What follows belongs to an exercise in optimizing a design on an open flow for small area, a short achievable clock period and few clock cycles; a production flow would make more cautious choices. RTL that was checked went through simulation tests only; none was proved equivalent to the original. For run 2, only the layout was checked, not whether the RTL still works.

==> flow/design.v, too long to show whole: its modules and the start of the top module <==
// module M1: 749 lines
module M1 (
	input logic Clock,
	input logic resetn,
	input logic [15:0] SRAM_read_data,
	input logic start,
	output logic [17:0] SRAM_address,
	output logic done,
	output logic [15:0] SRAM_write_data,
	output logic SRAM_we_n
);
  // ...
==> flow/run.sh <==
#!/bin/bash
# synth_recipe.tcl (not shown) runs the flow's synth.tcl, then flattens the netlist and writes it again
# the make line also repeats each setting of config.mk as NAME=value (left out here)
make -C /OpenROAD-flow-scripts/flow DESIGN_CONFIG=/design/flow/config.mk WORK_HOME=/design/flow/orfs CLKGATE_MAP_FILE= SYNTH_SCRIPT=/design/flow/synth_recipe.tcl finish
==> flow/config.mk <==
export PLATFORM = sky130hd
export DESIGN_NAME = M1
export DESIGN_NICKNAME = M1
export VERILOG_FILES = /design/flow/design.v
export SDC_FILE = /design/flow/constraint.sdc
export NUM_CORES = 4
export LEC_CHECK = 0
export CAP_MARGIN = 20
export CORE_MARGIN = 2
export CORE_UTILIZATION = 45
export CTS_CLUSTER_DIAMETER = 300
export CTS_CLUSTER_SIZE = 25
export PLACE_DENSITY = 0.6
export SLEW_MARGIN = 20
==> flow/constraint.sdc <==
create_clock -name core_clock -period 14.0 [get_ports {Clock}]
set_input_delay 2.8000 -clock core_clock [delete_from_list [all_inputs] [get_ports {Clock}]]
set_output_delay 2.8000 -clock core_clock [all_outputs]
set_load 0.01 [all_outputs]
==> impl_results.md, run 1 <==
* Syn Nets at ~2200
* Skew-Pair Late Insertion Delay at ~540 ps
* Post-Synth XOR/XNOR Area at 3.68%
* Top layer in use: met4
* Met2 WL post-DR at 21800 um
* Worst setup endpoint: rbc_r
* Clock Tree Buf Depth at 3
* Largest registers: win (96), SRAM_address (18), rgb_cnt (18)
* Antenna Violating Nets Remaining at 0
* Hold EP: win[6][3]
* GRT busiest layer: met2
* Vias/cell at 5.26
* Met3 Use GR at 2.84%
* Fmax at 0.211 GHz
* Hold Buf Count CTS at 0
* FP Rows at 80
* Reg-to-Reg End: rbc_r
* # Post-CTS Setup Buffers at 0
* Mapped Area at between 20000 and 25000 um2
* GR Util met2 at between 30% and 40%
* Post-Place Setup Slack at 9250 ps
* First-pass GRT wire length at 75500 um
* Outcome: complete, no violations
* ClkCell Share at under 10%
* Share of the synthesized area in the top cell type at between 20 and 30%
* DRT Pass-1 Iters at 5
* Endpoints failing setup at 0
* Die width at 223 um
* Root buffer cell: clkbuf_16
* Num sequential at 335
Testbench counts, summed over its fixed seeds: cycles 779,580.
==> run 2: changes to the inputs <==
--- a/flow/design.v
+++ b/flow/design.v
@@ -200,20 +200,19 @@
 wire fl_w125 = fl_w116 ^ fl_w123 ^ fl_w118;
 wire fl_w126 = (fl_w116 & fl_w123) | (fl_w116 & fl_w118) | (fl_w123 & fl_w118);
 wire fl_w127 = fl_w120 ^ fl_w125;
 wire fl_w128 = fl_w120 & fl_w125;
 wire fl_w129 = s3[8] ^ fl_w124 ^ fl_w126;
 wire fl_w130 = (s3[8] & fl_w124) | (s3[8] & fl_w126) | (fl_w124 & fl_w126);
 wire [17:0] fl_a = {1'b1, 1'b1, fl_w128, fl_w122, fl_w114, fl_w104, fl_w94, fl_w80, fl_w77, fl_w52, fl_w38, fl_w35, fl_w23, fl_w12, fl_w8, fl_w5, fl_w2, 1'b1};
 wire [17:0] fl_b = {1'b0, fl_w130, fl_w129, fl_w127, fl_w121, fl_w113, fl_w103, fl_w93, fl_w79, fl_w65, fl_w51, fl_w37, fl_w25, fl_w17, fl_w11, fl_w7, fl_w3, fl_w1};
-wire [8:0] fl_lo = {1'b0, fl_a[7:0]} + {1'b0, fl_b[7:0]};
-logic [9:0] fla_r, flb_r;
-logic       flc_r;
-wire  [9:0] filt = fla_r + flb_r + {9'd0, flc_r};
+logic [17:0] fla_r, flb_r;
+wire  [17:0] fl_sum = fla_r + flb_r;
+wire  [9:0]  filt = fl_sum[17:8];
 logic [7:0] opy;
 logic [9:0] opu, opv;
 logic sel_x, sel_a, sel_m, sel_r;
 wire [9:0] up = {~opu[9], opu[8:0]};
 wire [9:0] vp = {~opv[9], opv[8:0]};
 wire [9:0] xp = sel_x ? up : vp;
 wire rb_w1 = ~opy[0] ^ ~xp[2] ^ (xp[0] ^ sel_a);
 wire rb_w2 = (~opy[0] & ~xp[2]) | (~opy[0] & (xp[0] ^ sel_a)) | (~xp[2] & (xp[0] ^ sel_a));
@@ -644,17 +643,17 @@
 wire [7:0] g8  = clip(gg_hi);
 always_ff @(posedge Clock) begin
 	if (ins) begin
 		for (int i = 0; i < 11; i++) win[i] <= win[i+1];
 		win[11] <= ins_data;
 	end
 	if (t3) ybuf <= SRAM_read_data;             
 	if (t3) opy <= SRAM_read_data[15:8];        
-	fla_r <= fl_a[17:8]; flb_r <= fl_b[17:8]; flc_r <= fl_lo[8];
+	fla_r <= fl_a; flb_r <= fl_b;
 	if (t4) uo <= filt;
 	if (t4) begin
 		opu <= {2'b00, win[4]};    
 		opv <= {2'b00, win[5]};
 	end
 	if (t1) begin
 		opy <= ybuf[7:0];
 		opu <= uo;
==> flow/flow/run.sh (new file) <==
#!/bin/bash
export SETUP_SLACK_MARGIN=10.0
export CTS_CLUSTER_SIZE=25
export CTS_CLUSTER_DIAMETER=300
bash standard.sh > standard.log 2>&1
==> flow/standard.sh (new file) <==
#!/bin/bash
# synth_recipe.tcl (not shown) runs the flow's synth.tcl, then flattens the netlist and writes it again
# the make line also repeats each setting of config.mk as NAME=value (left out here)
make -C /OpenROAD-flow-scripts/flow DESIGN_CONFIG=/design/flow/config.mk WORK_HOME=/design/flow/orfs CLKGATE_MAP_FILE= SYNTH_SCRIPT=/design/flow/synth_recipe.tcl "${@:-finish}"
==> flow/config.mk (replaced) <==
export PLATFORM = sky130hd
export DESIGN_NAME = M1
export DESIGN_NICKNAME = M1
export VERILOG_FILES = /design/flow/design.v
export SDC_FILE = /design/flow/constraint.sdc
export NUM_CORES = 4
export LEC_CHECK = 0
export CAP_MARGIN = 20
export CORE_MARGIN = 2
export CORE_UTILIZATION = 45
export PLACE_DENSITY = 0.6
export SLEW_MARGIN = 20
removed: flow/run.sh
==> run 2 against run 1 <==
Net effect: critical path depth unchanged; non-clock buffer count increased by 61; register-to-register slack improved by 600 ps; critical path type unchanged; critical endpoint is now flb_r[11]; largest cell class unchanged; highest routed layer unchanged.
==> impl_results.md, run 2 <==
* First-pass GRT wire length at 75700 um (+0.18%)
* Most common cell after layout, fill and taps aside: inv_1
* Slew headroom at 29.5%
* Dpl hpwl at 36500 um
* Yosys warning count at 2
* Initial antenna violation count at 1
* Post-Synth Simple-Gate Area at 7.52%
* Die Area at around 50000 um2
* WS Path Type: reg -> reg
* Multiplexer area fraction after synthesis at 3.90%
* Synth Register Bits at 349
* Async SR Flop Fraction at 2.58%
* GRT busiest layer: met2
* Mapped Cells at 1832
* Port bufs at 54
* Outcome: complete, no violations
* Die width at 224 um (+0.67%)
* Drt drc at 0
* Area contributors post-synth: edfxtp_1 29%, fa_1 20%, dfxtp_1 12%
* Top cell by count, worst path: fa_2
* Slowest stage cell on the critical path: fa_1
* Mean routed wirelength per cell at approximately 18 um
* Tot GR Track Use at ~19%
* RSZ-0062 raised after global routing: yes
* Vias/cell at 5.18 (-1.6%)
* Area growth, synth to finish at 11.4%
* Avg Cell Area, Syn at 11.9 um2
* Crit Path Max Fanout at 4
* Vias in the first global route at 13861
* Crit-path cells: ha_1 > a21o_1 > a21oi_2 > nor2b_1 > o21a_2 > o41ai_4 > xnor2_2 > fa_1 > fa_2 > inv_2 > fa_2 > fa_2 > inv_2 > fa_2
* CTS Buf Count at 17
* Root buffer cell: clkbuf_16
* Period Utilization, post-route at between 20% and 30%
* Met1 usage at 26.5%
* TritonCTS sink count at 349
* Top cells by count, synth: 322 x inv_1, 221 x fa_1, 210 x edfxtp_1
* Met3 Use GR at 2.12% (-0.73 points)
* Clock slew at reported path FFs at 110 ps
* Top Family by Delay on Critical Path: adder cells
* Post-synth top area cell: edfxtp_1
* HP Class: reg -> reg
* Skew-Pair Late Insertion Delay at 550 ps (about the same)
* Post-Synth XOR/XNOR Area at 3.57% (-0.11 points)
* Largest Register: win
* Antenna Violating Nets Remaining at 0 (unchanged)
* Clk_skew at approximately 27 ps
* Syn Nets at 2237 (-0.36%)
* CP required at between 10000 and 15000 ps
* DRT Pass-1 Iters at 5 (unchanged)
* DR iter-0 viols at slightly below 800
* Share of the synthesized area in the top cell type at 28.9% (-0.40 points)
* GR Util met2 at 32.9% (+0.88 points)
* CTS tree: done
* Largest registers: win (96), SRAM_address (18), rgb_cnt (18)
* Setup_tns at 0 ps
* Slew Viols, Final at 0
* CP bufs+invs at 2
* Core ar. at 47800 um2
* Placer Congestion at 0.913
* Max-cap violations at 0
* Boundary Pins at 55
* Startpoint Class: flip-flop
* Finished Core Util at 50.9%
* Routed vias at between 10000 and 15000
* FP Rows at 80 (unchanged)
* Ant. Diodes at 0
* Nets at 2342
* Mapped Area at 21900 um2 (+1.4%)
* Crit path DAT at 4560 ps
* Worst-Margin Slew at 1060 ps
* Final-report hold violation count at 0
* Number of synthesized flops with an enable pin at 210
* Die height at 224 um
* Largest register FFs at between 90 and 100
* Highest-count cells in the layout ignoring fill and taps: 302 x inv_1, 210 x edfxtp_1, 201 x fa_1, 156 x ha_1, 127 x dfxtp_1
* Grt total ovfl at 0
* Tmin final at roughly 4100 ps
* Largest family of logic cells by synthesized area: adder cells
* CP max stage delay at 530 ps
* Largest net degree at the start of global routing at 69
* Fmax at 0.242 GHz (+15%)
* Endpoints failing setup at 0 (unchanged)
* Seq/Total Area, Yosys at 41.8%
* Clock Tree Buf Depth at 3 (unchanged)
* Count leader, synth: inv_1
* Synth Area in Adders at ~30%
* Most used DFF post-synth: edfxtp_1
* Share of layout cells above drive strength 1 at 12.9%
* H-Tree Depth at 1
* CP endpoint kind: flip-flop
* Synth Area in Compound Gates at 7.16%
* Netlist cell types at 76
* Final wirelength at 47300 um
* Initial core utilization at 45.7%
-- run 2: worst reg2reg max path, cell delays in order (launching register included) --
cell and delay [ps]:
edfxtp_1 460, ha_1 330, a21o_1 170, a21oi_2 160, nor2b_1 80, o21a_2 230, o41ai_4 250, xnor2_2 160
fa_1 530, fa_2 350, inv_2 60, fa_2 430, fa_2 350, inv_2 60, fa_2 410
-- run 2: per-layer routing --
| metal | part of all wire (%) | routed length [um] | vias to the layer above |
|---|---|---|---|
| met5 | 0 | 0 | - |
| met4 | 2.6 | 1230 | 0 |
| met3 | 4.2 | 1990 | 61 |
| met2 | 48 | 22900 | 285 |
| met1 | 45 | 21100 | 6604 |
| li1 | - | - | 6317 |
-- run 2: final cells by class --
| type | instances | area (um2) |
|---|---|---|
| fill | 4218 | 23500 |
| multi-input combinational | 1122 | 11700 |
| sequential | 349 | 9150 |
| inverter | 323 | 1220 |
| timing repair buffer | 124 | 1000 |
| tap | 615 | 769 |
| clock buffer | 28 | 467 |
| clock inverter | 2 | 26.3 |
-- run 2: repair_timing --
| item | in CTS | in global routing |
|---|---|---|
| setup endpoints to repair | 52 | 32 |
| resized for setup | 132 | 73 |
| buffers inserted | 32 | 31 |
| hold endpoints to repair | 0 | 0 |
| pin swaps | 23 | 34 |
| hold buffers | 0 | 0 |
-- run 2: cells by family after synthesis --
family                     count (synthesis)
DFF                                      349
buffers and inverters                    361
adders and majority gates                386
and+or+nand+nor                          337
xor gates and xnor gates                  89
muxes                                     72
AOI/OAI and AO/OA                        238
-- run 2: final timing paths --
path / start / to / slack [ps] / depth (start not counted)
worst min register to register: win[3][3] / win[2][3] / 420 / 0
worst min-delay path: win[3][3] / win[2][3] / 420 / 0
worst max-delay path: win[0][1] / flb_r[11] / 9870 / 14
worst max register to register: win[0][1] / flb_r[11] / 9870 / 14
min in group asynchronous: resetn / done / 2540 / 1
max in group asynchronous: resetn / ph[0] / 11140 / 1
-- run 2: metrics by stage --
| stage | setup slack [ps] | area, um2 | hold WS, ps | cells |
|---|---|---|---|---|
| after floorplan | 9950 | 21900 | 400 | 1832 |
| after global placement | 9530 | 23100 | 400 | 2470 |
| after detailed placement | 9450 | 23100 | 405 | 2470 |
| after CTS | 9820 | 24000 | 428 | 2532 |
| after global routing | 9740 | 24400 | 431 | 2563 |
| final | 9870 | 24400 | 422 | 2563 |

## afterwards: timing with drivers on the ports
The flow's constraints put no driver on any port. The routed layouts listed below were extracted and timed again, unchanged, in two steps. Step 1 (the two cells are an assumption about what drives the block):
set clk [get_ports {Clock}]
set_driving_cell -lib_cell sky130_fd_sc_hd__clkbuf_16 $clk
set_driving_cell -lib_cell sky130_fd_sc_hd__buf_2 [delete_from_list [all_inputs] $clk]
Step 2 times the ports against the registers' clock, not the clock port: input delays grow and output delays shrink by t, the midpoint of the rising clock arrivals with the driver on. a / b / c = ideal ports / drivers / drivers and shift; a / b = the first two.
run | shift t [ns] | setup slack, ns | worst hold slack (ns)
run 1 | 0.580 | 9.265 / 9.265 / 9.265 | 0.404 / 0.404 / 0.404
run 2 | 0.595 | 9.869 / 9.869 / 9.598 | 0.422 / 0.422 / 0.422
After both steps every run listed still meets setup and hold. For run 2, which loses most, drivers alone change the setup slack by 0.000 ns; drivers and shift together by -0.271 ns.
